This is an optimization exercise on Yosys and OpenROAD, whose aim is small area, not a production implementation. RTL that was checked went through simulation tests only; none was proved equivalent to the original. Function not checked in run 6: the RTL went through the layout flow alone. Power figures rest on the tool's default switching activity, not on a simulated workload.

$ cat design/flow/run.sh
#!/bin/bash
# synth_recipe.tcl (not shown) runs the flow's synth.tcl, then flattens the netlist and writes it again
# the make line also repeats each setting of config.mk as NAME=value (left out here)
make -C /OpenROAD-flow-scripts/flow DESIGN_CONFIG=/design/flow/config.mk WORK_HOME=/design/flow/orfs CLKGATE_MAP_FILE= SYNTH_SCRIPT=/design/flow/synth_recipe.tcl finish
$ cat design/flow/config.mk
export PLATFORM = sky130hd
export DESIGN_NAME = final_top
export DESIGN_NICKNAME = final_top
export VERILOG_FILES = /design/flow/design.v
export SDC_FILE = /design/flow/constraint.sdc
export NUM_CORES = 4
export LEC_CHECK = 0
export CAP_MARGIN = 20
export CORE_MARGIN = 2
export CORE_UTILIZATION = 40
export SLEW_MARGIN = 20
$ cat design/flow/constraint.sdc
create_clock -name core_clock -period 10.0 [get_ports {clk100}]
set_input_delay 2.0000 -clock core_clock [delete_from_list [all_inputs] [get_ports {clk100}]]
set_output_delay 2.0000 -clock core_clock [all_outputs]
set_load 0.01 [all_outputs]
$ cat design/flow/design.v
`timescale 1ns / 1ps
module final_top(
	input clk100,
	input rst,
	output servoOut,
	output actuatorPull,
	output actuatorPush,
	input [2:0] infraSensor,
	input servoPhotoT,
	input RPhotoT,
	input LPhotoT,
	input motor,
	output [3:0] IN,
	output [6:0] seg,
	output [3:0] an
	);
	localparam SETUP = 2'd0, WAIT = 2'd1, PUSH = 2'd2, PULL = 2'd3;
	logic [1:0] st;
	logic push, pull;
	wire first = (st == SETUP) && !pull;
	logic [16:0] dd;
	logic [2:0] hi;
	logic en_r;
	logic [3:0] in_r;
	wire dz16 = (dd[15:0] == 16'd0);
	wire dd_zero = dz16 && !dd[16];
	wire dd_last = dz16 && dd[16];                       
	wire dd_clr = ((dd & 17'h1ff6f) == 17'h11346);       
	always @(posedge clk100) begin
		if (rst) begin
			dd <= 0;
			hi <= 0;
			en_r <= 1;
			in_r <= 4'b0000;
		end else begin
			dd <= {dd[15:0], dd[16] ^ dd[13] ^ dz16};
			if (dd_zero && !first) hi <= hi + 3'd1;
			if (dd_clr) en_r <= 0;
			else if (dd_last) en_r <= 1;
			if (en_r && !motor)
				case (infraSensor)
					3'b001, 3'b011: in_r <= 4'b1010;
					3'b100, 3'b110: in_r <= 4'b0101;
					default:        in_r <= 4'b1001;
				endcase
			else
				in_r <= 4'b0000;
		end
	end
	assign an = {hi[2:1] != 2'd0, hi[2:1] != 2'd1, hi[2:1] != 2'd2, hi[2:1] != 2'd3};
	assign IN = in_r;
	logic [13:0] w;
	logic ro, lo, so;
	logic [7:0] cr, cL, cs;
	logic r2, l2, af, s2;
	wire er = RPhotoT ^ ro;
	wire el = LPhotoT ^ lo;
	wire es = servoPhotoT ^ so;
	wire ir = er;
	wire il = !er && el;
	wire is_ = !er && !el && es;
	wire wend = ((w & 14'h3bdf) == (14'h2a9f & 14'h3bdf));
	wire wz = ((w & 14'h0fff) == 14'h0000);
	function automatic [7:0] cnext(input [7:0] c, input i);
		logic e;
		integer b;
		begin
			e = i && !wend && !(&c);
			cnext[0] = wz ? i : (c[0] ^ e);
			for (b = 1; b < 8; b = b + 1)
				cnext[b] = !wz && (c[b] ^ (e && (&(c | ~((8'd1 << b) - 8'd1)))));
		end
	endfunction
	function automatic fr(input [7:0] x);
		fr = (x >= 8'd22) && (x <= 8'd79);
	endfunction
	function automatic en(input [7:0] x);
		en = (x >= 8'd82) && (x <= 8'd219);
	endfunction
	always @(posedge clk100) begin
		if (rst) begin
			w <= 0;
			ro <= 0; lo <= 0; so <= 0;
			cr <= 0; cL <= 0; cs <= 0;
			r2 <= 0; l2 <= 0; af <= 0; s2 <= 0;
		end else begin
			ro <= RPhotoT; lo <= LPhotoT; so <= servoPhotoT;
			w <= wend ? 14'd0 : {w[12:0], ~(w[0] ^ w[13])};
			cr <= cnext(cr, ir); cL <= cnext(cL, il); cs <= cnext(cs, is_);
			if (wz) begin
				r2 <= en(cr); l2 <= en(cL); s2 <= en(cs);
				af <= fr(cr) || fr(cL);
			end
		end
	end
	logic isc, isd;
	always @(posedge clk100) begin
		if (rst) begin
			isc <= 0; isd <= 1;
		end else begin
			isc <= r2 || l2;
			isd <= !(r2 || l2 || af);
		end
	end
	assign seg = {isc, isd, isd, !isc, 1'b1, 1'b1, isd};
	logic [7:0] q, P;
	logic sv, act, dirR, fire;
	logic [10:0] k;
	wire pend  = ((q & 8'hf7) == 8'hf0);    
	wire q8    = ((q & 8'hfe) == 8'hfe);    
	wire q0    = ((q & 8'h7f) == 8'h00);    
	wire pos240 = ((P & 8'h3f) == 8'h00);   
	wire pos60  = ((P & 8'hde) == 8'h00);   
	wire send = act && (k == 11'h5f9) && q8;  
	wire [7:0] Pfwd = {P[6:0], P[7] ^ ~(P[2] & P[6])};
	wire [7:0] Pbwd = {P[0] ^ ~(P[3] & P[7]), P[7:1]};
	always @(posedge clk100) begin
		if (rst) begin
			q <= 8'h00; P <= 8'h33; sv <= 0; act <= 0; dirR <= 0; fire <= 0; k <= 0;
		end else begin
			q <= pend ? 8'h00 : {q[6:0], q[7] ^ ~(q[2] & q[6])};
			if (q0) sv <= 1;
			else if (q == P) sv <= 0;
			if (send) begin
				act <= 0; dirR <= 0; fire <= 0; k <= 0; P <= 8'h33;
			end else begin
				if (s2 || pos240 || pos60) fire <= 1;
				if (!act) k <= 0;
				else if (pend) k <= {k[9:0], ~(k[1] ^ k[10])};
				if (pend) begin
					if (r2 || dirR) begin
						dirR <= 1; act <= 1;
						if (!s2 && !fire) P <= Pfwd;
					end else if (l2 || act) begin
						act <= 1;
						if (!s2 && !fire) P <= Pbwd;
					end
				end
			end
		end
	end
	assign servoOut = sv;
	logic [18:0] f;
	wire term = ((f & 19'h5ffff) == 19'h4adb0);
	always @(posedge clk100) begin
		if (rst) begin
			f <= 0; st <= SETUP; push <= 0; pull <= 0;
		end else begin
			f <= (term || st == WAIT) ? 19'd0 : {f[17:0], ~(f[0] ^ f[18])};
			push <= (st == PUSH) && !term;
			pull <= (st == PULL || st == SETUP) && !term;
			case (st)
				PUSH: if (term) st <= PULL;
				WAIT: if (fire) st <= PUSH;
				default: if (term) st <= WAIT;
			endcase
		end
	end
	assign actuatorPush = push;
	assign actuatorPull = pull;
endmodule
==> results of run 1 <==
-- cells in the mapped netlist (all sizes together) (3+ instances only) --
cell    instances
nor3           18
and3            7
mux2i           4
a21oi          31
a21o            3
nand4b          4
dfxtp         126
a31oi           9
o211ai          3
xor2            7
nand2b          5
nand2          56
xnor2          27
nor4b           3
ha              7
a31o            3
nor2b          25
clkbuf         14
o311ai          3
buf            13
nor2           58
inv            10
o21ai          12
nor4           20
nand3          12
nand4           6
a311oi          5
and2           30
-- path summary, 6_finish.rpt --
| check | slack (ps) | end | from |
|---|---|---|---|
| max | 6450 | cr[3] | rst |
| min | 420 | f[18] | f[17] |
| max reg2reg | 7350 | cr[3] | w[4] |
| min reg2reg | 420 | f[18] | f[17] |
-- worst max-delay path: cells and delay by family --
kind | cells | cell delay, ps
AOI/OAI and AO/OA | 1 | 270
buffers and inverters | 3 | 820
and+or+nand+nor | 2 | 730
-- per-stage QoR --
step	cells	power [mW]	instance area (um2)
finish	739	1.20	5910
global route	739	1.24	5910
CTS	739	1.21	5910
detailed placement	708	0.577	5300
global placement	708	0.576	5300
floorplan	543	0.561	5000
-- placed cells by master (no fill, tap or decap), drive strengths merged, types with 10 or more instances in the layout --
cell / n
clkdlybuf4s50: 22
nand3: 12
inv: 10
nor2b: 25
dfxtp: 126
clkbuf: 25
and2: 30
nand2: 56
o21ai: 12
nor3: 18
a21oi: 31
xnor2: 27
nor4: 20
nor2: 58
-- flip-flops by register name, indices dropped and copies added, names as in the netlist, 2 cells and up --
name	cells
f	19
cL	8
cr	8
k	11
q	8
w	14
cs	8
in_r	4
P	8
hi	3
dd	17
st	2
-- area by class of cell --
class | instances | area share
repair buffers | 24 | 0.0394
inverters | 10 | 0.00635
multi-input cells | 380 | 0.389
clock buffers | 25 | 0.0855
clock inverters | 6 | 0.0178
flip-flops and latches | 126 | 0.427
well taps | 168 | 0.0356
-- logic make-up (layout without fill, tap and decap cells) --
family | count (synthesis) | after routing | share of synthesized area
AND/OR/NAND/NOR | 255 | 255 | 0.274
AO/OA/AOI/OAI | 78 | 78 | 0.0972
XOR/XNOR | 34 | 34 | 0.0611
buffers and inverters | 37 | 65 | 0.0366
multiplexers | 4 | 4 | 0.00802
other | 1 | 2 | 0.000751
flip-flops | 126 | 126 | 0.505
adder cells (fa/ha/maj) | 7 | 7 | 0.0175
-- metal layers --
metal,global-route usage,share of wire
met1,0.194,0.49
met2,0.249,0.46
met3,0.0523,0.037
met4,0.0651,0.0096
met5,0,0
-- power breakdown --
part           internal (mW)  switching [mW]
clock                  0.422           0.207
sequential             0.512         0.00708
combinational         0.0206          0.0272
==> summary.md, run 1 <==
| Metric | Value |
|---|---|
| Die W | `around 120 um` |
| Worst-skew pair later-pin latency | `~410 ps` |
| Hold Crit Class | `reg -> reg` |
| Fillers | `around 1200` |
| Critical Path RT | `between 10000 and 15000 ps` |
| First-pass GRT wire length | `about 16000 um` |
| Synth top area share | `0.505` |
| Max incr delay on CP | `around 650 ps` |
| WL/cell | `roughly 13 um` |
| Leakage power | `approximately 2.2 nW` |
| CP max FO | `50` |
| Root Driver | `clkbuf_16` |
| Power density cells | `~200 mW/mm2` |
| Gates resized, CTS repair | `0` |
| Slew @ Worst Pin | `approximately 780 ps` |
| Die Footprint | `~0.013 mm2` |
| CTS tree | `yes` |
| Worst-case setup margin in the final layout | `6450 ps` |
| # nets final | `575` |
| Avg Cell Area, Syn | `slightly above 9 um2` |
| Final Critical Period | `between 3000 and 4000 ps` |
| GPL Wtd Cong | `around 0.85` |
| Core Area | `about 0.012 mm2` |
| Post-DRT Antenna Nets | `0` |
| PortBufs | `23` |
| Post-synth EDFFs | `0` |
| Reg clk slew, reported paths | `~50 ps` |
| Fmax | `~280 MHz` |
| Slew HR | `0.482` |
| Cell variety after synth | `52` |
| Setup TNS Final | `0 ps` |
| Cells after Synth | `542` |
| CP Capture Type | `flip-flop` |
| Gr usage total | `0.156` |
| Layout Skew | `~7.4 ps` |
| Vias in the first global route | `approximately 3500` |
| I/O pin total | `27` |
| CP arrival | `3850 ps` |
| DRC violation count after routing | `0` |
| CTS Buf Count | `17` |
| Slowest cell on the critical path | `nand2_1` |
| # diodes | `0` |
| Clk sink count | `approximately 130` |
| Fin. max-slew vios | `0` |
| Hold Path Depth | `1` |
| Largest net degree at the start of global routing | `~50` |
| Worst reg2reg path depth | `5` |
| FFs w/ async S/R, synth | `0` |
| Part of the cycle the worst path needs | `0.355` |
| CTS Hold Buffers Added | `0` |
| FF+latch area | `roughly 0.0025 mm2` |
| Vias/cell | `4.95` |
| Starting Density | `0.412` |
| Critical Path Start Type | `input pin` |
| CTS Buffer Depth | `2` |
| Die Ht | `approximately 120 um` |
| Hold slack | `about 420 ps` |
| WS Path Type | `in -> reg` |
| #FFs+latches synth | `roughly 130` |
| DRT Pass-1 Iters | `4` |
| Post-synthesis instance area | `roughly 0.005 mm2` |
| H-tree depth | `4` |
| RSZ-0062 raised after global routing | `no` |
| Seq/Total Area, Yosys | `0.505` |
| Synth warnings | `1` |
| Initial antenna violation count | `0` |
| Setup violations, final | `0` |
| Largest cells by area after synthesis | `dfxtp_1 51%, xnor2_1 4.6%, nor2_1 4.4%` |
| Drt first-iter violations | `between 200 and 250` |
| Util after Layout | `0.488` |
| Peak VDD IR | `0.125 mV` |
| Top FF cell, synth | `dfxtp_1` |
| Max-cap violation count | `0` |
| Area growth from synthesis to layout | `18.4%` |
| Area of the multi-input gates | `~0.0023 mm2` |
| HPWL Detailed | `between 6000 and 7000 um` |
| Worst-path cell chain | `buf_2 > buf_4 > inv_1 > nand2_1 > nor2_1 > a31o_2` |
| Via count | `about 3700` |
| Routed WL | `9590 um` |
| Grt ovf | `0` |
| Site row count | `40` |
| Place WS | `between 6000 and 7000 ps` |
| Final Hold Vio Count | `0` |
| Setup bufs post-CTS | `0` |
| Run status | `timing/DRC/antenna clean` |
| Layout cell share with drive strength beyond 1 | `0.0771` |
| Area leader, netlist | `dfxtp_1` |
==> run 2, diff against run 1 <==
==> design/flow/flow/run.sh (new file) <==
#!/bin/bash
# Layout flow: the standard synthesis, then an area-oriented re-mapping of the
# combinational logic between the registers (registers, their names and cells are
# untouched; the result is proven equivalent to the standard netlist before use),
# then the standard floorplan..finish with single-drive port buffers and a clock
# tree without dummy loads. Each tool's output goes to its own log here.
set -euo pipefail
W=$(pwd)
RES=$W/orfs/results/$FLOW_PLATFORM/final_top/base
LIB=$FLOW_HOME/platforms/$FLOW_PLATFORM/lib/sky130_fd_sc_hd__tt_025C_1v80.lib
YOSYS=${YOSYS_EXE:-/OpenROAD-flow-scripts/tools/install/yosys/bin/yosys}
[[ -x $YOSYS ]] || YOSYS=$(command -v yosys)

# 1. standard synthesis
bash standard.sh synth > $W/log_1_standard_synth.log 2>&1

# 2. re-map the combinational logic for area
mkdir -p $W/remap
cp $RES/1_2_yosys.v $W/remap/in.v
DU=""
for c in $(sed -n '/^export DONT_USE_CELLS/,/^#/p' $FLOW_HOME/platforms/$FLOW_PLATFORM/config.mk | grep -o 'sky130_fd_sc_hd__[a-z0-9_]*'); do
  DU="$DU -dont_use $c"
done
cat > $W/remap/flat.ys <<EOS
read_liberty -overwrite -ignore_miss_func $LIB
read_verilog $W/remap/in.v
hierarchy -top $FLOW_TOP
blackbox sky130_fd_sc_hd__dfxtp_1
flatten
rename -hide w:*.*
opt_clean -purge
select -module $FLOW_TOP
write_verilog -noattr -selected $W/remap/flat.v
EOS
cat > $W/remap/map.ys <<EOS
read_liberty -lib $LIB
read_verilog $W/remap/flat.v
hierarchy -top $FLOW_TOP
techmap
opt -fast
abc -liberty $LIB $DU -script +strash;&get,-n;&deepsyn,-T,${DEEPSYN_T:-20};&dch;&nf,-a,-R,1000;&put
opt_clean -purge
splitnets
hilomap -singleton -hicell sky130_fd_sc_hd__conb_1 HI -locell sky130_fd_sc_hd__conb_1 LO
insbuf -buf sky130_fd_sc_hd__buf_1 A X
opt_clean -purge
stat -liberty $LIB
write_verilog -noattr -noexpr -nohex -nodec $W/remap/out.v
EOS
cat > $W/remap/equiv.ys <<EOS
read_liberty -overwrite -ignore_miss_func $LIB
blackbox sky130_fd_sc_hd__dfxtp_1
read_verilog $W/remap/in.v
rename $FLOW_TOP gold
read_verilog $W/remap/out.v
rename $FLOW_TOP gate
flatten gold gate
opt_clean
equiv_make gold gate eq
hierarchy -top eq
equiv_simple
equiv_status -assert
EOS
remapped=0
if $YOSYS -l $W/log_2_remap_flat.log -q $W/remap/flat.ys > /dev/null 2>&1 &&
   $YOSYS -l $W/log_2_remap_map.log -q $W/remap/map.ys > /dev/null 2>&1 &&
   $YOSYS -l $W/log_2_remap_equiv.log -q $W/remap/equiv.ys > /dev/null 2>&1 &&
   [[ $(grep -c 'sky130_fd_sc_hd__dfxtp' $W/remap/in.v) == $(grep -c 'sky130_fd_sc_hd__dfxtp' $W/remap/out.v) ]]; then
  cp $W/remap/out.v $RES/1_2_yosys.v
  rm -f $RES/1_synth.odb $RES/1_synth.sdc
  bash standard.sh synth > $W/log_2_remap_odb.log 2>&1
  remapped=1
fi
echo "remapped=$remapped"

# 3. floorplan .. finish
export BUFFER_PORTS_ARGS="-buffer_cell sky130_fd_sc_hd__buf_1"
export CTS_ARGS="-sink_clustering_enable -repair_clock_nets -dont_use_dummy_load -buf_list ${CTS_BUFS:-sky130_fd_sc_hd__clkbuf_4}"
bash standard.sh finish > $W/log_3_standard_finish.log 2>&1
==> design/flow/standard.sh (new file) <==
#!/bin/bash
# synth_recipe.tcl (not shown) runs the flow's synth.tcl, then flattens the netlist and writes it again
# the make line also repeats each setting of config.mk as NAME=value (left out here)
make -C /OpenROAD-flow-scripts/flow DESIGN_CONFIG=/design/flow/config.mk WORK_HOME=/design/flow/orfs CLKGATE_MAP_FILE= SYNTH_SCRIPT=/design/flow/synth_recipe.tcl "${@:-finish}"
removed: design/flow/run.sh
==> run 2 against run 1 <==
  * Still clean on timing, DRC and antenna
  * Synthesized cell count is 14% lower
  * Area after synthesis is 11% lower
  * Via count is 7.8% lower
  * Wire length is 13% lower
  * Clock-buffer cell count is 8 lower
  * Maximum frequency is 6.4% lower
  * Utilization is 4.0 points lower
  * Global-route usage is 0.39 points lower
  * Power is 35% lower
  * Largest power group is now registers
==> summary.md, run 2 <==
| Metric | Value |
|---|---|
| PortBufs | `23 (unchanged)` |
| Vias in the first global route | `3153 (-10%)` |
| Comb power frac | `0.044 (+0.004)` |
| # nets final | `515 (-10%)` |
| Vias/cell | `5.24 (+5.8%)` |
| Switch share | `0.224 (+0.0226)` |
| Site row count | `38 (-5.0%)` |
| Met1 WL | `4130 um (-12%)` |
| Clk sink count | `126 (unchanged)` |
| First-pass GRT wire length | `14200 um (-13%)` |
| Critical Path Start Type | `input pin` |
| Starting Density | `0.412 (-0.000590)` |
| HPWL Detailed | `5570 um (-12%)` |
| CTS Hold Buffers Added | `0 (unchanged)` |
| Die Ht | `110 um (-5.3%)` |
| Largest net degree at the start of global routing | `41 (-20%)` |
| Gr usage total | `0.152 (-0.00394)` |
| Part of the cycle the worst path needs | `0.380 (+0.0244)` |
| Hold Crit Class | `reg -> reg` |
| Reg-to-reg slack, setup | `7520 ps (+170 ps)` |
| Place WS | `5710 ps (-304 ps)` |
| Setup violations, final | `0 (unchanged)` |
| Run status | `timing/DRC/antenna clean` |
| Avg Cell Area, Syn | `9.56 um2 (+3.7%)` |
| Worst R2R Start | `q[6]` |
| Setup TNS Final | `0 ps (unchanged)` |
| CTS tree | `yes` |
| Die W | `110 um (-5.3%)` |
| CTS Buffer Depth | `2 (unchanged)` |
| Post-synthesis instance area | `0.00446 mm2 (-11%)` |
| CTS Buf Count | `17 (unchanged)` |
| Final Critical Period | `3800 ps (+244 ps)` |
| Reg clk slew, reported paths | `110 ps (+60 ps)` |
| Drt first-iter violations | `170 (-21%)` |
| CP max FO | `40 (-20%)` |
| WS Path Type | `in -> reg` |
| Slew HR | `0.415 (-0.0670)` |
| I/O pin total | `27 (unchanged)` |
| Cells after Synth | `467 (-14%)` |
| Worst reg2reg path depth | `6 (+1)` |
| # diodes | `0 (unchanged)` |
| CP Capture Type | `flip-flop` |
| Fin cells | `644 (-13%)` |
| Die Footprint | `0.0120 mm2 (-10%)` |
| Worst-case setup margin in the final layout | `6200 ps (-244 ps)` |
| GPL Wtd Cong | `0.779 (-8.0%)` |
| Area growth from synthesis to layout | `8.80%` |
| Power density cells | `159 mW/mm2 (-21%)` |
| Root Driver | `clkbuf_4` |
| Power Total | `0.773 mW (-35%)` |
| Post-DRT Antenna Nets | `0 (unchanged)` |
| Worst Setup EP | `P[0]` |
| Layout cell share with drive strength beyond 1 | `0.0417 (-0.0354)` |
| Final Hold Vio Count | `0 (unchanged)` |
| Gates resized, CTS repair | `0 (unchanged)` |
| Design area | `0.00486 mm2 (-18%)` |
| Fmax | `263 MHz (-6.4%)` |
| Layout Skew | `31.6 ps (+24.2 ps)` |
| Peak VDD IR | `0.0818 mV (-34%)` |
| Core Area | `0.0108 mm2 (-10%)` |
| Biggest regs | `f x19, dd x17, w x14` |
| Most flop-heavy register | `f` |
| H-tree depth | `4 (unchanged)` |
| Util after Layout | `0.448 (-0.0402)` |
| Placed cell count | `627 (-11%)` |
| CP arrival | `4150 ps (+300 ps)` |
| Met2 Wirelength | `3800 um (-15%)` |
| Leakage power | `1.77 nW (-18%)` |
| Hold slack | `446 ps (+25.4 ps)` |
| Worst-skew pair later-pin latency | `500 ps (+90 ps)` |
| RSZ-0062 raised after global routing | `no` |
| Placed Area | `0.00472 mm2 (-11%)` |
| Grt ovf | `0 (unchanged)` |
| Slew @ Worst Pin | `875 ps (+99.1 ps)` |
| Initial antenna violation count | `0 (unchanged)` |
| DRT Pass-1 Iters | `5 (+1)` |
| Most common cell after layout, fill and taps aside | `dfxtp_1` |
| WL/cell | `13.0 um (-0.17%)` |
| Clock Power Share | `0.289 (-0.237)` |
| Worst R2R End | `P[0]` |
| Switching power total | `0.173 mW (-28%)` |
| Via count | `3373 (-7.8%)` |
| DRC violation count after routing | `0 (unchanged)` |
| Int Pwr | `0.599 mW (-37%)` |
| Critical Path Source | `rst` |
| Highest routed layer | `met4` |
| Critical Path RT | `10350 ps (+50 ps)` |
| Fillers | `1093 (-5.3%)` |
| Routed WL | `8340 um (-13%)` |
| Fin. max-slew vios | `0 (unchanged)` |
| Setup bufs post-CTS | `0 (unchanged)` |
| Sequential share of power | `0.667 (+0.233)` |
| Synth warnings | `1 (unchanged)` |
| DR WL met3 | `314 um (-11%)` |
| Most frequent cells in the layout | `126 x dfxtp_1, 34 x nor2_1, 32 x nor2b_1` |
| Max reg flops | `19 (unchanged)` |
| Max-cap violation count | `0 (unchanged)` |
==> run 2: worst min path at each step <==
| stage | cells after the start | startpoint | to | slack, ps |
|---|---|---|---|---|
| final | 1 | f[17] | f[18] | 450 |
| after global routing | 1 | dd[0] | dd[1] | 480 |
| after CTS | 1 | f[17] | f[18] | 450 |
| after detailed placement | 1 | f[17] | f[18] | 430 |
| after global placement | 1 | f[17] | f[18] | 410 |
| after floorplan | 1 | f[17] | f[18] | 410 |
==> run 2: power groups by stage <==
| stage | combinational [mW] | clock, mW | sequential [mW] |
|---|---|---|---|
| final | 0.0342 | 0.223 | 0.516 |
| after global routing | 0.0397 | 0.260 | 0.517 |
| after CTS | 0.0346 | 0.236 | 0.516 |
| after detailed placement | 0.0343 | 0 | 0.527 |
| after global placement | 0.0337 | 0 | 0.527 |
| after floorplan | 0.0226 | 0 | 0.526 |
==> run 2: critical path: stages <==
cell	delay (ps)
clkbuf_2	80
buf_4	260
a21oi_1	360
nand3_1	150
or3_1	360
nor3_1	670
a222oi_1	260
==> run 2: per-layer routing <==
layer,GRT usage,vias up
li1,-,1747
met1,0.197,1566
met2,0.224,54
met3,0.0587,6
met4,0.0678,0
met5,0,-
==> run 2: layout make-up <==
class                   count  area, um2  area share
clock buffers              17        128      0.0263
multi-input cells         314       1850       0.380
flip-flops and latches    126       2520       0.519
inverters                  22       82.6      0.0170
repair buffers             25        103      0.0211
well taps                 140        175      0.0361
==> run 3, diff against run 2 <==
--- a/design/flow/design.v
+++ b/design/flow/design.v
@@ -21,7 +21,7 @@
 	logic [16:0] dd;
 	logic [2:0] hi;
 	logic en_r;
-	logic [3:0] in_r;
+	logic ina, inb;       
 	wire dz16 = (dd[15:0] == 16'd0);
 	wire dd_zero = dz16 && !dd[16];
 	wire dd_last = dz16 && dd[16];                       
@@ -31,24 +31,18 @@
 			dd <= 0;
 			hi <= 0;
 			en_r <= 1;
-			in_r <= 4'b0000;
+			ina <= 0; inb <= 0;
 		end else begin
 			dd <= {dd[15:0], dd[16] ^ dd[13] ^ dz16};
 			if (dd_zero && !first) hi <= hi + 3'd1;
 			if (dd_clr) en_r <= 0;
 			else if (dd_last) en_r <= 1;
-			if (en_r && !motor)
-				case (infraSensor)
-					3'b001, 3'b011: in_r <= 4'b1010;
-					3'b100, 3'b110: in_r <= 4'b0101;
-					default:        in_r <= 4'b1001;
-				endcase
-			else
-				in_r <= 4'b0000;
+			ina <= en_r && !motor && !(infraSensor == 3'b001 || infraSensor == 3'b011);
+			inb <= en_r && !motor && !(infraSensor == 3'b100 || infraSensor == 3'b110);
 		end
 	end
 	assign an = {hi[2:1] != 2'd0, hi[2:1] != 2'd1, hi[2:1] != 2'd2, hi[2:1] != 2'd3};
-	assign IN = in_r;
+	assign IN = {inb, ina && !inb, !ina && inb, ina};
 	logic [13:0] w;
 	logic ro, lo, so;
 	logic [7:0] cr, cL, cs;
@@ -103,37 +97,40 @@
 		end
 	end
 	assign seg = {isc, isd, isd, !isc, 1'b1, 1'b1, isd};
-	logic [7:0] q, P;
+	logic [7:0] q, u;
 	logic sv, act, dirR, fire;
 	logic [10:0] k;
-	wire pend  = ((q & 8'hf7) == 8'hf0);    
-	wire q8    = ((q & 8'hfe) == 8'hfe);    
-	wire q0    = ((q & 8'h7f) == 8'h00);    
-	wire pos240 = ((P & 8'h3f) == 8'h00);   
-	wire pos60  = ((P & 8'hde) == 8'h00);   
-	wire send = act && (k == 11'h5f9) && q8;  
-	wire [7:0] Pfwd = {P[6:0], P[7] ^ ~(P[2] & P[6])};
-	wire [7:0] Pbwd = {P[0] ^ ~(P[3] & P[7]), P[7:1]};
+	function automatic [7:0] st1(input [7:0] x);
+		st1 = {x[6:0], x[7] ^ (x[0] & ~(x[1] & x[2]))};
+	endfunction
+	wire pend  = (q == 8'h81);                 
+	wire q8    = (q == 8'h03);                 
+	wire q0    = ((q & 8'hfd) == 8'h00);       
+	wire u0    = ((u & 8'hfd) == 8'h00);       
+	wire u11   = ((u & 8'he3) == 8'h00);       
+	wire u191  = ((u & 8'hdc) == 8'h00);       
+	wire send = act && (k == 11'h5f9) && q8;   
 	always @(posedge clk100) begin
 		if (rst) begin
-			q <= 8'h00; P <= 8'h33; sv <= 0; act <= 0; dirR <= 0; fire <= 0; k <= 0;
+			q <= 8'h02; u <= 8'hd7; sv <= 0; act <= 0; dirR <= 0; fire <= 0; k <= 0;
 		end else begin
-			q <= pend ? 8'h00 : {q[6:0], q[7] ^ ~(q[2] & q[6])};
+			q <= st1(q);
 			if (q0) sv <= 1;
-			else if (q == P) sv <= 0;
+			else if (u0) sv <= 0;
 			if (send) begin
-				act <= 0; dirR <= 0; fire <= 0; k <= 0; P <= 8'h33;
+				act <= 0; dirR <= 0; fire <= 0; k <= 0; u <= 8'hb5;
 			end else begin
-				if (s2 || pos240 || pos60) fire <= 1;
+				if (s2 || (q0 && (u11 || u191))) fire <= 1;
 				if (!act) k <= 0;
 				else if (pend) k <= {k[9:0], ~(k[1] ^ k[10])};
+				u <= st1(u);
 				if (pend) begin
 					if (r2 || dirR) begin
 						dirR <= 1; act <= 1;
-						if (!s2 && !fire) P <= Pfwd;
+						if (!s2 && !fire) u <= u;
 					end else if (l2 || act) begin
 						act <= 1;
-						if (!s2 && !fire) P <= Pbwd;
+						if (!s2 && !fire) u <= st1(st1(u));
 					end
 				end
 			end
--- a/design/flow/config.mk
+++ b/design/flow/config.mk
@@ -7,5 +7,6 @@
 export LEC_CHECK = 0
 export CAP_MARGIN = 20
 export CORE_MARGIN = 2
-export CORE_UTILIZATION = 40
+export CORE_UTILIZATION = 70
+export PLACE_DENSITY = 0.85
 export SLEW_MARGIN = 20
==> run 3 against run 2 <==
  * Still clean
  * Non-clock buffer count down 2
  * Wire length down 4.1%
  * Critical path depth down 2
  * Clock-buffer cell count unchanged
  * Largest cell class unchanged
  * Highest routed layer unchanged
==> summary.md, run 3 <==
| Metric | Value |
|---|---|
| Most flop-heavy register | `f` |
| H-tree depth | `4 (unchanged)` |
| Comb power frac | `0.052 (+0.008)` |
| Fmax | `266 MHz (+0.98%)` |
| Slowest cell on the critical path | `clkbuf_2` |
| Site row count | `28 (-26%)` |
| Final Hold Vio Count | `0 (unchanged)` |
| Switching power total | `0.179 mW (+3.5%)` |
| Hold Crit Class | `reg -> reg` |
| WL/cell | `14.1 um (+8.7%)` |
| Leakage power | `1.70 nW (-4.0%)` |
| Gates resized, CTS repair | `0 (unchanged)` |
| Design area | `0.00468 mm2 (-3.7%)` |
| Drt first-iter violations | `168 (-1.2%)` |
| Biggest regs | `f x19, dd x17, w x14` |
| Avg Cell Area, Syn | `9.56 um2 (about the same)` |
| PortBufs | `23 (unchanged)` |
| First-pass GRT wire length | `13800 um (-2.5%)` |
| Critical Path Start Type | `input pin` |
| Routed WL | `8000 um (-4.1%)` |
| Worst R2R Start | `q[3]` |
| Worst-case setup margin in the final layout | `6240 ps (+36.9 ps)` |
| Die Ht | `83.2 um (-24%)` |
| Fin. max-slew vios | `0 (unchanged)` |
| Area of the multi-input gates | `0.00185 mm2 (unchanged)` |
| Die Footprint | `0.00693 mm2 (-42%)` |
| Root Driver | `clkbuf_4` |
| Final Critical Period | `3760 ps (-36.9 ps)` |
| Grt ovf | `0 (unchanged)` |
| Part of the cycle the worst path needs | `0.376 (-0.00369)` |
| DRC violation count after routing | `0 (unchanged)` |
| Via count | `3325 (-1.4%)` |
| Cell depth of the worst setup path | `5 (-2)` |
| Critical Path Source | `rst` |
| I/O pin total | `27 (unchanged)` |
| Reg clk slew, reported paths | `70 ps (-40 ps)` |
| Gr usage total | `0.244 (+0.0921)` |
| Cells after Synth | `460 (-1.5%)` |
| Worst-skew pair later-pin latency | `510 ps (about the same)` |
| Placed Area | `0.00455 mm2 (-3.6%)` |
| Initial antenna violation count | `0 (unchanged)` |
| Vias/cell | `5.85 (+12%)` |
| Clock Power Share | `0.288 (about the same)` |
| Sequential share of power | `0.660 (-0.007)` |
| Worst R2R End | `u[4]` |
| Critical Path RT | `10390 ps (+40 ps)` |
| Max incr delay on CP | `690 ps (+20 ps)` |
| Bufs and invs on worst path | `2 (unchanged)` |
| Place WS | `5760 ps (+51.0 ps)` |
| GPL Wtd Cong | `0.895 (+15%)` |
| Post-synthesis instance area | `0.00440 mm2 (-1.5%)` |
| FF+latch area | `0.00248 mm2 (-1.6%)` |
| HPWL Detailed | `5450 um (-2.2%)` |
| Max reg flops | `19 (unchanged)` |
| RSZ-0062 raised after global routing | `no` |
| WS Path Type | `in -> reg` |
| Hold slack | `439 ps (-7.41 ps)` |
| Setup bufs post-CTS | `0 (unchanged)` |
| Starting Density | `0.734 (+0.322)` |
| Power density cells | `166 mW/mm2 (+4.2%)` |
| Worst path top cell family by delay | `buffers and inverters` |
| Die W | `83.2 um (-24%)` |
| Largest net degree at the start of global routing | `47 (+15%)` |
| Setup violations, final | `0 (unchanged)` |
| Worst reg2reg path depth | `8 (+2)` |
| Max-cap violation count | `0 (unchanged)` |
| Synth warnings | `1 (unchanged)` |
| Run status | `timing/DRC/antenna clean` |
| Layout cell share with drive strength beyond 1 | `0.0365 (-0.00516)` |
| Int Pwr | `0.597 mW (-0.46%)` |
| Area growth from synthesis to layout | `6.43%` |
| Setup TNS Final | `0 ps (unchanged)` |
| CP Capture Type | `flip-flop` |
| CTS Buffer Depth | `2 (unchanged)` |
| Vias in the first global route | `3172 (+0.60%)` |
| Slew HR | `0.281 (-0.134)` |
| Worst Setup EP | `cL[5]` |
| DRT Pass-1 Iters | `5 (unchanged)` |
| Post-DRT Antenna Nets | `0 (unchanged)` |
| # diodes | `0 (unchanged)` |
| CP arrival | `4150 ps (about the same)` |
| Slew @ Worst Pin | `1070 ps (+199 ps)` |
| CTS Buf Count | `17 (unchanged)` |
| Clk sink count | `124 (-1.6%)` |
| Layout Skew | `38.3 ps (+6.69 ps)` |
| Core Area | `0.00599 mm2 (-45%)` |
| CTS tree | `yes` |
| Peak VDD IR | `0.133 mV (+63%)` |
| Most frequent cells in the layout | `124 x dfxtp_1, 39 x nor2_1, 37 x nor2b_1` |
| CTS Hold Buffers Added | `0 (unchanged)` |
| CP max FO | `46 (+15%)` |
| Switch share | `0.231 (+0.00690)` |
| Reg-to-reg slack, setup | `7610 ps (+90 ps)` |
| # nets final | `504 (-2.1%)` |
| Worst-path cell chain | `clkbuf_2 > clkinv_1 > nand2_1 > a21oi_1 > o21a_1` |
| Fillers | `444 (-59%)` |
| Most common cell after layout, fill and taps aside | `dfxtp_1` |
[run 3: routing by layer]
metal  GRT usage  up-vias  share of wire
met5           0        -              0
met4      0.0820        0          0.012
met2       0.410       82           0.48
li1            -     1681              -
met1       0.293     1549           0.46
met3      0.0835       13          0.050
[run 3: power by group through the flow]
stage	Combinational, mW	Clock, mW	Sequential (mW)
3_5_place_dp	0.0401	0	0.524
5_1_grt	0.0457	0.245	0.514
2_1_floorplan	0.0282	0	0.522
3_3_place_gp	0.0385	0	0.523
4_1_cts	0.0404	0.225	0.512
6_report	0.0403	0.223	0.513
[run 3: cell type report]
| cell class | instances | area share |
|---|---|---|
| inverters | 11 | 0.00883 |
| well taps | 75 | 0.0201 |
| repair buffers | 23 | 0.0187 |
| clock buffers | 17 | 0.0273 |
| multi-input cells | 318 | 0.394 |
| flip-flops and latches | 124 | 0.531 |
[run 3: worst min path at each step]
| stage | end | slack [ps] | start | depth (start not counted) |
|---|---|---|---|---|
| 2_1_floorplan | f[18] | 410 | f[17] | 1 |
| 3_3_place_gp | f[18] | 410 | f[17] | 1 |
| 3_5_place_dp | f[18] | 420 | f[17] | 1 |
| 4_1_cts | af | 450 | af | 2 |
| 5_1_grt | f[18] | 470 | f[17] | 1 |
| 6_report | isd | 440 | af | 1 |
[run 3: stage by stage]
step                      std cells   util  total power, mW
after floorplan                 461      -            0.550
after global placement          551  0.760            0.562
after detailed placement        551  0.760            0.564
after CTS                       568  0.781            0.778
after global routing            568  0.781            0.804
final                           568  0.781            0.776
[run 3: worst reg2reg max path, stage by stage, from the launching register on]
cell and delay, ps:
dfxtp_1 320, nor3_1 210, nand2_1 140, clkinv_1 70, nand4b_1 200, nor4_1 790, nand2_1 280, o22ai_1 180
a31oi_1 60
==> run 4, diff against run 3 <==
--- a/design/flow/config.mk
+++ b/design/flow/config.mk
@@ -7,6 +7,5 @@
 export LEC_CHECK = 0
 export CAP_MARGIN = 20
 export CORE_MARGIN = 2
-export CORE_UTILIZATION = 70
-export PLACE_DENSITY = 0.85
+export CORE_UTILIZATION = 40
 export SLEW_MARGIN = 20
==> run 4 against run 3 <==
  * Largest cell class unchanged
  * Cell area increased by 2.0%
  * Non-clock buffer count increased by 1
  * Still clean
  * Wire length decreased by 1.6%
  * Via count decreased by 2.6%
  * Synthesized cell count unchanged
==> summary.md, run 4 <==
| Metric | Value |
|---|---|
| Grt ovf | `0 (unchanged)` |
| CTS Buffer Depth | `2 (unchanged)` |
| Setup TNS Final | `0 ps (unchanged)` |
| Post-synthesis instance area | `0.00440 mm2 (unchanged)` |
| # nets final | `505 (+0.20%)` |
| Critical Path Source | `LPhotoT` |
| PortBufs | `23 (unchanged)` |
| Layout cell share with drive strength beyond 1 | `0.0405 (+0.00397)` |
| Final Critical Period | `3600 ps (-156 ps)` |
| Slew @ Worst Pin | `854 ps (-220 ps)` |
| GPL Wtd Cong | `0.789 (-12%)` |
| Worst-skew pair later-pin latency | `490 ps (-20 ps)` |
| Starting Density | `0.407 (-0.326)` |
| # diodes | `0 (unchanged)` |
| Die Footprint | `0.0118 mm2 (+71%)` |
| Gr usage total | `0.145 (-0.0985)` |
| Synth warnings | `1 (unchanged)` |
| Site row count | `38 (+36%)` |
| Max reg flops | `19 (unchanged)` |
| Biggest regs | `f x19, dd x17, w x14` |
| Setup bufs post-CTS | `0 (unchanged)` |
| Initial antenna violation count | `0 (unchanged)` |
| Area growth from synthesis to layout | `8.60%` |
| Run status | `timing/DRC/antenna clean` |
| CP Capture Type | `flip-flop` |
| Vias/cell | `5.11 (-13%)` |
| DRT Pass-1 Iters | `4 (-1)` |
| Die W | `109 um (+31%)` |
| Reg clk slew, reported paths | `100 ps (+30 ps)` |
| Peak VDD IR | `0.0793 mV (-41%)` |
| Critical Path RT | `10390 ps (about the same)` |
| Root Driver | `clkbuf_4` |
| Cells after Synth | `460 (unchanged)` |
| DRC violation count after routing | `0 (unchanged)` |
| WL/cell | `12.4 um (-12%)` |
| CTS Hold Buffers Added | `0 (unchanged)` |
| H-tree depth | `4 (unchanged)` |
| Slowest cell on the critical path | `nor3b_1` |
| Crit path top cell by count | `nor2_1` |
| Setup violations, final | `0 (unchanged)` |
| Vias in the first global route | `3023 (-4.7%)` |
| Worst-path cell chain | `buf_1 > xor2_1 > nor3b_1 > nand2_1 > a31oi_1 > and2_0 > nor2b_1 > and3_1 > nor2_1 > nor2_1` |
| First-pass GRT wire length | `13600 um (-1.8%)` |
| Critical Path Start Type | `input pin` |
| Design area | `0.00477 mm2 (+2.0%)` |
| Clk sink count | `124 (unchanged)` |
| Part of the cycle the worst path needs | `0.360 (-0.0156)` |
| Drt first-iter violations | `114 (-32%)` |
| CTS Buf Count | `17 (unchanged)` |
| Via count | `3240 (-2.6%)` |
| Fmax | `278 MHz (+4.3%)` |
| Worst path top cell family by delay | `simple AND/OR/NAND/NOR gates` |
| Max-cap violation count | `0 (unchanged)` |
| WS Path Type | `in -> reg` |
| RSZ-0062 raised after global routing | `no` |
| Placed Area | `0.00464 mm2 (+2.0%)` |
| Max incr delay on CP | `410 ps (-280 ps)` |
| CTS tree | `yes` |
| Most common cell after layout, fill and taps aside | `dfxtp_1` |
| Hold Crit Class | `reg -> reg` |
| Bufs and invs on worst path | `1 (-1)` |
| Core Area | `0.0108 mm2 (+80%)` |
| Most frequent cells in the layout | `124 x dfxtp_1, 39 x nor2_1, 37 x nor2b_1` |
| Slew HR | `0.429 (+0.148)` |
| Largest net degree at the start of global routing | `47 (unchanged)` |
| Fin. max-slew vios | `0 (unchanged)` |
| Post-DRT Antenna Nets | `0 (unchanged)` |
| Hold_sp | `f[16]` |
| HPWL Detailed | `5320 um (-2.3%)` |
| Avg Cell Area, Syn | `9.56 um2 (unchanged)` |
| I/O pin total | `27 (unchanged)` |
| Worst R2R Start | `w[6]` |
| CP max FO | `6 (-87%)` |
| Die Ht | `109 um (+31%)` |
| Power density cells | `162 mW/mm2 (-2.4%)` |
| Leakage power | `1.71 nW (+0.30%)` |
| Gates resized, CTS repair | `0 (unchanged)` |
| Final Hold Vio Count | `0 (unchanged)` |
| CP arrival | `4000 ps (-150 ps)` |
| Layout Skew | `38.0 ps (-0.262 ps)` |
| Routed WL | `7870 um (-1.6%)` |
| Most flop-heavy register | `f` |
run 4: final timing paths:
kind         cells past startpoint     to  slack (ps)
max                             10  cL[7]        6400
min reg2reg                      1  f[17]         440
max reg2reg                     11  cL[7]        7670
min                              1  f[17]         440
run 4: per-layer routing:
metal / up-vias / wire [um] / global-route usage
met4: 0 / 85 / 0.0522
li1: 1690 / - / -
met2: 40 / 3520 / 0.229
met5: - / 0 / 0
met1: 1501 / 4010 / 0.186
met3: 9 / 258 / 0.0484
run 4: worst register-to-register path: cells and delay by family (launching register included):
kind	cells	cell delay [ps]
simple gates	10	1720
compound gates	1	180
flops	1	360
run 4: per-stage QoR:
stage / instances / hold slack, ps / power (mW) / util / worst slack (ps)
finish: 634 / 439 / 0.773 / 0.442 / 6400
global route: 634 / 442 / 0.813 / 0.442 / 6190
CTS: 634 / 441 / 0.784 / 0.442 / 6430
detailed placement: 617 / 434 / 0.564 / 0.430 / 5930
global placement: 617 / 421 / 0.563 / 0.430 / 5980
floorplan: 461 / 407 / 0.550 / - / 6420
run 4: report_power, final:
part | internal [mW] | leakage (nW) | switching (mW)
clock network | 0.0779 | 0.0782 | 0.143
registers | 0.504 | 1.01 | 0.00818
logic | 0.0154 | 0.621 | 0.0248
run 4: cell type report:
| class | instances | area, um2 |
|---|---|---|
| flip-flops and latches | 124 | 2480 |
| multi-input cells | 318 | 1850 |
| well taps | 140 | 175 |
| clock buffers | 17 | 128 |
| fillers | 1067 | 6020 |
| repair buffers | 24 | 95.1 |
| inverters | 11 | 41.3 |
==> run 5, diff against run 4 <==
--- a/design/flow/design.v
+++ b/design/flow/design.v
@@ -18,7 +18,8 @@
 	logic [1:0] st;
 	logic push, pull;
 	wire first = (st == SETUP) && !pull;
-	logic [16:0] dd;
+	logic [16:0] ddp;
+	wire [16:0] dd = ddp ^ 17'h15555;
 	logic [2:0] hi;
 	logic en_r;
 	logic ina, inb;       
@@ -28,12 +29,12 @@
 	wire dd_clr = ((dd & 17'h1ff6f) == 17'h11346);       
 	always @(posedge clk100) begin
 		if (rst) begin
-			dd <= 0;
+			ddp <= 17'h15555;
 			hi <= 0;
 			en_r <= 1;
 			ina <= 0; inb <= 0;
 		end else begin
-			dd <= {dd[15:0], dd[16] ^ dd[13] ^ dz16};
+			ddp <= {dd[15:0], dd[16] ^ dd[13] ^ dz16} ^ 17'h15555;
 			if (dd_zero && !first) hi <= hi + 3'd1;
 			if (dd_clr) en_r <= 0;
 			else if (dd_last) en_r <= 1;
@@ -43,8 +44,10 @@
 	end
 	assign an = {hi[2:1] != 2'd0, hi[2:1] != 2'd1, hi[2:1] != 2'd2, hi[2:1] != 2'd3};
 	assign IN = {inb, ina && !inb, !ina && inb, ina};
-	logic [13:0] w;
-	logic ro, lo, so;
+	logic [13:0] wp;
+	wire [13:0] w = wp ^ 14'h1555;
+	logic ron, lon, son;    
+	wire ro = !ron, lo = !lon, so = !son;
 	logic [7:0] cr, cL, cs;
 	logic r2, l2, af, s2;
 	wire er = RPhotoT ^ ro;
@@ -73,13 +76,13 @@
 	endfunction
 	always @(posedge clk100) begin
 		if (rst) begin
-			w <= 0;
-			ro <= 0; lo <= 0; so <= 0;
+			wp <= 14'h1555;
+			ron <= 1; lon <= 1; son <= 1;
 			cr <= 0; cL <= 0; cs <= 0;
 			r2 <= 0; l2 <= 0; af <= 0; s2 <= 0;
 		end else begin
-			ro <= RPhotoT; lo <= LPhotoT; so <= servoPhotoT;
-			w <= wend ? 14'd0 : {w[12:0], ~(w[0] ^ w[13])};
+			ron <= !RPhotoT; lon <= !LPhotoT; son <= !servoPhotoT;
+			wp <= (wend ? 14'd0 : {w[12:0], ~(w[0] ^ w[13])}) ^ 14'h1555;
 			cr <= cnext(cr, ir); cL <= cnext(cL, il); cs <= cnext(cs, is_);
 			if (wz) begin
 				r2 <= en(cr); l2 <= en(cL); s2 <= en(cs);
@@ -97,9 +100,12 @@
 		end
 	end
 	assign seg = {isc, isd, isd, !isc, 1'b1, 1'b1, isd};
-	logic [7:0] q, u;
+	logic [7:0] qp, up;
+	wire [7:0] u = up ^ 8'h55;
+	wire [7:0] q = qp ^ 8'h55;
 	logic sv, act, dirR, fire;
-	logic [10:0] k;
+	logic [10:0] kp;
+	wire [10:0] k = kp ^ 11'h555;
 	function automatic [7:0] st1(input [7:0] x);
 		st1 = {x[6:0], x[7] ^ (x[0] & ~(x[1] & x[2]))};
 	endfunction
@@ -112,38 +118,39 @@
 	wire send = act && (k == 11'h5f9) && q8;   
 	always @(posedge clk100) begin
 		if (rst) begin
-			q <= 8'h02; u <= 8'hd7; sv <= 0; act <= 0; dirR <= 0; fire <= 0; k <= 0;
+			qp <= 8'h02 ^ 8'h55; up <= 8'hd7 ^ 8'h55; sv <= 0; act <= 0; dirR <= 0; fire <= 0; kp <= 11'h555;
 		end else begin
-			q <= st1(q);
+			qp <= st1(q) ^ 8'h55;
 			if (q0) sv <= 1;
 			else if (u0) sv <= 0;
 			if (send) begin
-				act <= 0; dirR <= 0; fire <= 0; k <= 0; u <= 8'hb5;
+				act <= 0; dirR <= 0; fire <= 0; kp <= 11'h555; up <= 8'hb5 ^ 8'h55;
 			end else begin
 				if (s2 || (q0 && (u11 || u191))) fire <= 1;
-				if (!act) k <= 0;
-				else if (pend) k <= {k[9:0], ~(k[1] ^ k[10])};
-				u <= st1(u);
+				if (!act) kp <= 11'h555;
+				else if (pend) kp <= {k[9:0], ~(k[1] ^ k[10])} ^ 11'h555;
+				up <= st1(u) ^ 8'h55;
 				if (pend) begin
 					if (r2 || dirR) begin
 						dirR <= 1; act <= 1;
-						if (!s2 && !fire) u <= u;
+						if (!s2 && !fire) up <= up;
 					end else if (l2 || act) begin
 						act <= 1;
-						if (!s2 && !fire) u <= st1(st1(u));
+						if (!s2 && !fire) up <= st1(st1(u)) ^ 8'h55;
 					end
 				end
 			end
 		end
 	end
 	assign servoOut = sv;
-	logic [18:0] f;
+	logic [18:0] fp;
+	wire [18:0] f = fp ^ 19'h55555;
 	wire term = ((f & 19'h5ffff) == 19'h4adb0);
 	always @(posedge clk100) begin
 		if (rst) begin
-			f <= 0; st <= SETUP; push <= 0; pull <= 0;
+			fp <= 19'h55555; st <= SETUP; push <= 0; pull <= 0;
 		end else begin
-			f <= (term || st == WAIT) ? 19'd0 : {f[17:0], ~(f[0] ^ f[18])};
+			fp <= ((term || st == WAIT) ? 19'd0 : {f[17:0], ~(f[0] ^ f[18])}) ^ 19'h55555;
 			push <= (st == PUSH) && !term;
 			pull <= (st == PULL || st == SETUP) && !term;
 			case (st)
==> run 5 against run 4 <==
  * Critical path type unchanged
  * Global-route usage rose by 0.56 points
  * Worst hold slack worse by 82 ps
  * Via count up 3.9%
  * Combinational power rose by 2%
  * Flip-flop and latch count did not move
  * Worst setup slack got worse by 140 ps
  * Sequential power about the same
  * Critical endpoint is now cL[0]
  * Non-clock buffer count is the same
  * Clock-buffer cell count is the same
  * Area after synthesis fell by 2.0%
  * Still clean
  * Maximum frequency fell by 3.8%
  * Utilization rose by 0.84 points
==> summary.md, run 5 <==
| Metric | Value |
|---|---|
| Run status | `timing/DRC/antenna clean` |
| Gr usage total | `0.151 (+0.00556)` |
| Synth warnings | `1 (unchanged)` |
| Hold Crit Class | `reg -> reg` |
| WS Path Type | `in -> reg` |
| Post-synthesis instance area | `0.00431 mm2 (-2.0%)` |
| # nets final | `529 (+4.8%)` |
| Final Hold Vio Count | `0 (unchanged)` |
| Placed cell count | `637 (+3.2%)` |
| Setup TNS Final | `0 ps (unchanged)` |
| Fillers | `1040 (-2.5%)` |
| Grt ovf | `0 (unchanged)` |
| Reg clk slew, reported paths | `100 ps (about the same)` |
| Leakage power | `1.68 nW (-1.5%)` |
| Die W | `108 um (-0.98%)` |
| Hold_sp | `fp[17]` |
| Cells after Synth | `484 (+5.2%)` |
| Power density cells | `166 mW/mm2 (+2.7%)` |
| Starting Density | `0.415 (+0.00804)` |
| H-tree depth | `4 (unchanged)` |
| CTS Buf Count | `17 (unchanged)` |
| Layout Skew | `30.2 ps (-7.82 ps)` |
| CTS tree | `yes` |
| CTS Buffer Depth | `2 (unchanged)` |
| I/O pin total | `27 (unchanged)` |
| Worst-skew pair later-pin latency | `500 ps (about the same)` |
| Fin cells | `654 (+3.2%)` |
| Most common cell after layout, fill and taps aside | `dfxtp_1` |
| Worst R2R Start | `qp[4]` |
| Design area | `0.00467 mm2 (-2.1%)` |
| WL/cell | `12.3 um (-1.1%)` |
| Vias/cell | `5.15 (+0.71%)` |
| GPL Wtd Cong | `0.802 (+1.6%)` |
| Root Driver | `clkbuf_4` |
| Area of the multi-input gates | `0.00176 mm2 (-5.1%)` |
| Slew HR | `0.355 (-0.0740)` |
| FF+latch area | `0.00248 mm2 (unchanged)` |
| Reg-to-reg slack, setup | `7480 ps (-190 ps)` |
| DRT Pass-1 Iters | `4 (unchanged)` |
| Drt first-iter violations | `119 (+4.4%)` |
| Core Area | `0.0104 mm2 (-3.9%)` |
| Die Footprint | `0.0116 mm2 (-1.9%)` |
| Setup bufs post-CTS | `0 (unchanged)` |
| Util after Layout | `0.451 (+0.00838)` |
| Clk sink count | `124 (unchanged)` |
| RSZ-0062 raised after global routing | `no` |
| Final Critical Period | `3750 ps (+144 ps)` |
| Gates resized, CTS repair | `0 (unchanged)` |
| First-pass GRT wire length | `14000 um (+3.2%)` |
| Avg Cell Area, Syn | `8.90 um2 (-6.9%)` |
| Via count | `3366 (+3.9%)` |
| Die Ht | `108 um (-0.98%)` |
| Fin. max-slew vios | `0 (unchanged)` |
| Post-DRT Antenna Nets | `0 (unchanged)` |
| Fmax | `267 MHz (-3.8%)` |
| Max-cap violation count | `0 (unchanged)` |
| PortBufs | `23 (unchanged)` |
| Critical Path Source | `rst` |
| # diodes | `0 (unchanged)` |
| CP arrival | `4130 ps (+130 ps)` |
| Area growth from synthesis to layout | `8.51% (about the same)` |
| Biggest regs | `fp x19, ddp x17, wp x14` |
| Placed Area | `0.00455 mm2 (-2.0%)` |
| Max reg flops | `19 (unchanged)` |
| Layout cell share with drive strength beyond 1 | `0.0367 (-0.00381)` |
| CP max FO | `39 (+33)` |
| CTS Hold Buffers Added | `0 (unchanged)` |
| Part of the cycle the worst path needs | `0.375 (+0.0144)` |
| Initial antenna violation count | `0 (unchanged)` |
| Critical Path RT | `10380 ps (about the same)` |
| Site row count | `37 (-2.6%)` |
| Setup violations, final | `0 (unchanged)` |
| Critical Path Start Type | `input pin` |
| DRC violation count after routing | `0 (unchanged)` |
| CP Capture Type | `flip-flop` |
| Routed WL | `8020 um (+2.0%)` |
| Most flop-heavy register | `fp` |
| Slew @ Worst Pin | `959 ps (+105 ps)` |
| Hold slack | `357 ps (-82.3 ps)` |
| Peak VDD IR | `0.134 mV (+69%)` |
| Most frequent cells in the layout | `124 x dfxtp_1, 83 x nor2_1, 64 x nand2_1` |
| HPWL Detailed | `5480 um (+2.9%)` |
| Vias in the first global route | `3172 (+4.9%)` |
| Largest net degree at the start of global routing | `40 (-15%)` |
-- run 5: cell types whose count changed in the layout (fill, tap and decap cells not counted), moves of 4 or more --
cell     previous run  this run
nor2b_1            37         8
and2_0             33         8
nand2_1            25        64
a21oi_1            31        42
o21ai_0            15        24
nand3_1            11         7
nor2_1             39        83
a22o_1             12         1
o21a_1              9         5
nor4_1             12         5
-- run 5: final timing paths --
path,depth (start not counted),end
max reg2reg,8,up[3]
min reg2reg,1,fp[18]
max,7,cL[0]
min,1,fp[18]
-- run 5: power breakdown --
| part | internal (mW) | switching (mW) |
|---|---|---|
| sequential | 0.504 | 0.00874 |
| clock | 0.0777 | 0.146 |
| combinational | 0.0153 | 0.0259 |
-- run 5: area by class of cell --
cell class / instances / area share
inverters: 11 / 0.00884
well taps: 136 / 0.0364
flip-flops and latches: 124 / 0.531
repair buffers: 24 / 0.0203
multi-input cells: 342 / 0.376
clock buffers: 17 / 0.0273
-- run 5: metal layers --
metal  track usage  vias to the layer above  share of wire
met3        0.0587                        8          0.037
li1              -                     1745              -
met4        0.0467                        0          0.010
met2         0.241                       42           0.46
met5             0                        -              0
met1         0.188                     1571           0.50
-- run 5: worst max-delay path, stage by stage --
cell and delay [ps]:
clkbuf_2 80, buf_4 370, clkinv_1 650, nand2_1 710
nor2_1 110, a21oi_1 140, nor2_1 50
-- run 5: per-stage QoR --
step | total power, mW | setup WS [ps]
final | 0.777 | 6250
after global placement | 0.565 | 5740
after CTS | 0.788 | 6220
after floorplan | 0.552 | 6450
after global routing | 0.820 | 6030
after detailed placement | 0.567 | 5700
==> run 6, diff against run 5 <==
--- a/design/flow/design.v
+++ b/design/flow/design.v
@@ -62,7 +62,7 @@
 		logic e;
 		integer b;
 		begin
-			e = i && !wend && !(&c);
+			e = i && !wend && !(c[7] && c[6] && c[5]);    
 			cnext[0] = wz ? i : (c[0] ^ e);
 			for (b = 1; b < 8; b = b + 1)
 				cnext[b] = !wz && (c[b] ^ (e && (&(c | ~((8'd1 << b) - 8'd1)))));
==> design/flow/flow/run.sh (replaced) <==
#!/bin/bash
# Layout flow: the standard synthesis, then an area-oriented re-mapping of the
# combinational logic between the registers (registers, their names and cells are
# untouched; several ABC scripts are tried and the smallest result that is proven
# equivalent to the standard netlist is used), then the standard
# floorplan..finish with single-drive port buffers and a clock tree without dummy
# loads. Each tool's output goes to its own log here.
set -euo pipefail
W=$(pwd)
RES=$W/orfs/results/$FLOW_PLATFORM/final_top/base
LIB=$FLOW_HOME/platforms/$FLOW_PLATFORM/lib/sky130_fd_sc_hd__tt_025C_1v80.lib
YOSYS=${YOSYS_EXE:-/OpenROAD-flow-scripts/tools/install/yosys/bin/yosys}
[[ -x $YOSYS ]] || YOSYS=$(command -v yosys)

# 1. standard synthesis
bash standard.sh synth > $W/log_1_standard_synth.log 2>&1

# 2. re-map the combinational logic for area
R=$W/remap
mkdir -p $R
cp $RES/1_2_yosys.v $R/in.v
DU=""
for c in $(sed -n '/^export DONT_USE_CELLS/,/^#/p' $FLOW_HOME/platforms/$FLOW_PLATFORM/config.mk | grep -o 'sky130_fd_sc_hd__[a-z0-9_]*'); do
  DU="$DU -dont_use $c"
done
cat > $R/flat.ys <<EOS
read_liberty -overwrite -ignore_miss_func $LIB
read_verilog $R/in.v
hierarchy -top $FLOW_TOP
blackbox sky130_fd_sc_hd__dfxtp_1
flatten
rename -hide w:*.*
opt_clean -purge
select -module $FLOW_TOP
write_verilog -noattr -selected $R/flat.v
EOS
$YOSYS -l $W/log_2_remap_flat.log -q $R/flat.ys > /dev/null 2>&1 || true

SCRIPTS=(
  "+strash;&get,-n;&deepsyn,-T,25;&dch;&nf,-a,-R,1000;&put"
  "+strash;&get,-n;&st;&syn2;&dch;&nf,-a,-R,1000;&st;&syn2;&dch;&nf,-a,-R,1000;&put"
  "+strash;dch;amap;&get,-n;&st;&syn3;&dch,-f;&nf,-a,-R,1000;&put"
  "+strash;&get,-n;&st;&syn2;&deepsyn,-T,25;&st;&dch;&nf,-a,-R,1000;&put"
)
if [[ -s $R/flat.v ]]; then
  for i in "${!SCRIPTS[@]}"; do
    cat > $R/map$i.ys <<EOS
read_liberty -lib $LIB
read_verilog $R/flat.v
hierarchy -top $FLOW_TOP
techmap
opt -fast
abc -liberty $LIB $DU -script ${SCRIPTS[$i]}
opt_clean -purge
splitnets
hilomap -singleton -hicell sky130_fd_sc_hd__conb_1 HI -locell sky130_fd_sc_hd__conb_1 LO
insbuf -buf sky130_fd_sc_hd__buf_1 A X
opt_clean -purge
tee -o $R/area$i.txt stat -liberty $LIB
write_verilog -noattr -noexpr -nohex -nodec $R/out$i.v
EOS
    ( $YOSYS -l $W/log_2_remap_map$i.log -q $R/map$i.ys > /dev/null 2>&1 || true ) &
  done
  wait
fi
# candidates, smallest first
CANDS=$(for i in "${!SCRIPTS[@]}"; do
  a=$(grep -h 'Chip area' $R/area$i.txt 2>/dev/null | awk '{print $NF}')
  [[ -n "$a" && -s $R/out$i.v ]] && echo "$a $i"
done | sort -g | awk '{print $2}')
echo "remap candidates (smallest first): $CANDS"
remapped=none
for i in $CANDS; do
  cat > $R/equiv$i.ys <<EOS
read_liberty -overwrite -ignore_miss_func $LIB
blackbox sky130_fd_sc_hd__dfxtp_1
read_verilog $R/in.v
rename $FLOW_TOP gold
read_verilog $R/out$i.v
rename $FLOW_TOP gate
flatten gold gate
opt_clean
equiv_make gold gate eq
hierarchy -top eq
equiv_simple
equiv_status -assert
EOS
  if $YOSYS -l $W/log_2_remap_equiv$i.log -q $R/equiv$i.ys > /dev/null 2>&1 &&
     [[ $(grep -c 'sky130_fd_sc_hd__dfxtp' $R/in.v) == $(grep -c 'sky130_fd_sc_hd__dfxtp' $R/out$i.v) ]]; then
    cp $R/out$i.v $RES/1_2_yosys.v
    rm -f $RES/1_synth.odb $RES/1_synth.sdc
    bash standard.sh synth > $W/log_2_remap_odb.log 2>&1
    remapped=$i
    break
  fi
done
echo "remapped with script: $remapped"

# 3. floorplan .. finish
export BUFFER_PORTS_ARGS="-buffer_cell sky130_fd_sc_hd__buf_1"
export CTS_ARGS="-sink_clustering_enable -repair_clock_nets -dont_use_dummy_load -buf_list ${CTS_BUFS:-sky130_fd_sc_hd__clkbuf_4}"
bash standard.sh finish > $W/log_3_standard_finish.log 2>&1
==> run 6 against run 5 <==
  * Wire length shrank 4.6%
  * Largest cell class unchanged
  * Worst hold slack improved by 18 ps
  * First-iteration DRC count is 21% lower
  * Largest power group unchanged
  * Worst setup slack gained 250 ps
  * Via count down 1.8%
  * Highest routed layer unchanged
  * Sequential power is essentially flat
  * Sequential share of layout area grew 0.37 points
==> summary.md, run 6 <==
| Metric | Value |
|---|---|
| Run status | `timing/DRC/antenna clean` |
| Worst-case setup margin in the final layout | `6500 ps (+249 ps)` |
| Biggest regs | `fp x19, ddp x17, wp x14` |
| Most frequent cells in the layout | `124 x dfxtp_1, 78 x nor2_1, 61 x nand2_1` |
| CTS Buffer Depth | `2 (unchanged)` |
| Drt first-iter violations | `94 (-21%)` |
| Part of the cycle the worst path needs | `0.350 (-0.0249)` |
| Clk sink count | `124 (unchanged)` |
| Layout cell share with drive strength beyond 1 | `0.0354 (-0.00132)` |
| Fillers | `1046 (+0.58%)` |
| Worst-path cell chain | `buf_1 > xor2_1 > nand2b_1 > a311oi_1 > and3_1 > and3_1 > and2_0 > and3_1 > nor3_1` |
| Die Footprint | `0.0115 mm2 (-0.69%)` |
| GPL Wtd Cong | `0.821 (+2.5%)` |
| Slew @ Worst Pin | `991 ps (+32.4 ps)` |
| Final Hold Vio Count | `0 (unchanged)` |
| PortBufs | `23 (unchanged)` |
| Post-synthesis instance area | `0.00428 mm2 (-0.73%)` |
| Layout Skew | `34.4 ps (+4.18 ps)` |
| Max reg flops | `19 (unchanged)` |
| I/O pin total | `27 (unchanged)` |
| Final Critical Period | `3500 ps (-249 ps)` |
| Die W | `107 um (-0.35%)` |
| # diodes | `0 (unchanged)` |
| DRC violation count after routing | `0 (unchanged)` |
| Die Ht | `107 um (-0.35%)` |
| RSZ-0062 raised after global routing | `no` |
| Most flop-heavy register | `fp` |
| Avg Cell Area, Syn | `9.00 um2 (+1.2%)` |
| Grt ovf | `0 (unchanged)` |
| Max incr delay on CP | `340 ps (-370 ps)` |
| Core Area | `0.0104 mm2 (unchanged)` |
| Post-DRT Antenna Nets | `0 (unchanged)` |
| Setup bufs post-CTS | `0 (unchanged)` |
| # nets final | `520 (-1.7%)` |
| Gates resized, CTS repair | `0 (unchanged)` |
| CP arrival | `3840 ps (-290 ps)` |
| Area growth from synthesis to layout | `8.55% (about the same)` |
| Setup violations, final | `0 (unchanged)` |
| Power density cells | `166 mW/mm2 (-0.22%)` |
| Slew HR | `0.330 (-0.0250)` |
| Starting Density | `0.412 (-0.00302)` |
| Critical Path RT | `10350 ps (-30 ps)` |
| Place WS | `6000 ps (+295 ps)` |
| CP max FO | `5 (-87%)` |
| Placed cell count | `628 (-1.4%)` |
| WL/cell | `11.9 um (-3.3%)` |
| Max-cap violation count | `0 (unchanged)` |
| Reg clk slew, reported paths | `100 ps (about the same)` |
| Gr usage total | `0.145 (-0.00637)` |
| Leakage power | `1.70 nW (+1.3%)` |
| Via count | `3304 (-1.8%)` |
| CTS Buf Count | `17 (unchanged)` |
| H-tree depth | `4 (unchanged)` |
| Critical Path Start Type | `input pin` |
| Cells after Synth | `475 (-1.9%)` |
| Most common cell after layout, fill and taps aside | `dfxtp_1` |
| Initial antenna violation count | `0 (unchanged)` |
| DRT Pass-1 Iters | `4 (unchanged)` |
| Worst-skew pair later-pin latency | `510 ps (about the same)` |
| HPWL Detailed | `5290 um (-3.5%)` |
| Vias/cell | `5.12 (-0.47%)` |
| Routed WL | `7650 um (-4.6%)` |
| Fin. max-slew vios | `0 (unchanged)` |
| Largest net degree at the start of global routing | `35 (-13%)` |
| Setup TNS Final | `0 ps (unchanged)` |
| Crit path top cell by count | `and3_1` |
| Site row count | `37 (unchanged)` |
| Worst path top cell family by delay | `simple AND/OR/NAND/NOR gates` |
| CP Capture Type | `flip-flop` |
| WS Path Type | `in -> reg` |
| Slowest cell on the critical path | `a311oi_1` |
| Synth warnings | `1 (unchanged)` |
| Fmax | `286 MHz (+7.1%)` |
| Peak VDD IR | `0.0856 mV (-36%)` |
| Root Driver | `clkbuf_4` |
| First-pass GRT wire length | `13300 um (-5.2%)` |
| Bufs and invs on worst path | `1 (-2)` |
| Vias in the first global route | `3085 (-2.7%)` |
| CTS tree | `yes` |
| Fin cells | `645 (-1.4%)` |
| Hold Crit Class | `reg -> reg` |
| CTS Hold Buffers Added | `0 (unchanged)` |
## run 6: worst paths after layout
path            from      to  slack (ps)  cells after the start
max reg2reg    qp[3]   up[7]        6980                      9
min reg2reg   fp[17]  fp[18]         370                      1
max          RPhotoT   cL[6]        6500                      9
min           fp[17]  fp[18]         370                      1
## run 6: power breakdown
part / switching, mW / leakage (nW) / internal [mW]
clock network: 0.144 / 0.0782 / 0.0775
logic: 0.0242 / 0.618 / 0.0134
registers: 0.00735 / 1.01 / 0.504
total: 0.176 / 1.70 / 0.594
## run 6: cell type report
class / instances / area, um2 / area share
inverter: 10 / 37.5 / 0.00809
multi-input combinational: 334 / 1730 / 0.373
tap: 136 / 170 / 0.0367
clock buffer: 17 / 128 / 0.0275
sequential: 124 / 2480 / 0.535
timing repair buffer: 24 / 93.8 / 0.0202
## run 6: per-layer routing
layer  routed length [um]  track usage  up-vias
met5                    0            0        -
met4                  148       0.0714        0
met3                  229       0.0436       16
met2                 3430        0.230       39
met1                 3850        0.178     1530
li1                     -            -     1719
## run 6: per-stage QoR
step / hold slack [ps] / power, mW / utilization / area [um2]
after global placement: 345 / 0.560 / 0.435 / 4510
final: 375 / 0.770 / 0.448 / 4640
after CTS: 374 / 0.780 / 0.448 / 4640
after detailed placement: 358 / 0.561 / 0.435 / 4510
after global routing: 386 / 0.812 / 0.448 / 4640
after floorplan: 343 / 0.547 / - / 4280
## run 6: worst reg2reg max path: stages (launching register included)
cell and delay [ps]:
dfxtp_1 320, nor3b_1 180, nand3_1 120, nor4b_1 830, a21oi_1 170, or4_1 680, and2_0 240, nand2_1 140
o32ai_1 130, a21oi_1 130

-- afterwards: timing with drivers on the ports --
No port has a modelled driver above. Below, the same layouts with a new extraction and two added sets of constraints.
Step 1 assumes that a clkbuf_16 drives the clock port and a buf_2 every other input.
Step 2 times the ports against the registers' clock, not the clock port: input delays grow and output delays shrink by t, the midpoint of the rising clock arrivals with the driver on.
Three values: ideal ports, drivers, drivers and shift; two values: the first two.
run | shift t [ns] | setup slack, ns | worst register clock-pin slew, ns | cell pins on the clock port's net
run 1 | 0.446 | 6.448 / 6.438 / 6.022 | 0.06 / 0.06 | 1
run 2 | 0.516 | 6.204 / 6.214 / 5.699 | 0.11 / 0.11 | 1
run 3 | 0.523 | 6.241 / 6.250 / 5.727 | 0.11 / 0.11 | 1
run 4 | 0.493 | 6.397 / 6.404 / 5.911 | 0.12 / 0.12 | 1
run 5 | 0.512 | 6.254 / 6.259 / 5.748 | 0.10 / 0.10 | 1
run 6 | 0.522 | 6.503 / 6.511 / 5.989 | 0.11 / 0.11 | 1
After both steps setup and hold are still met in every run listed.
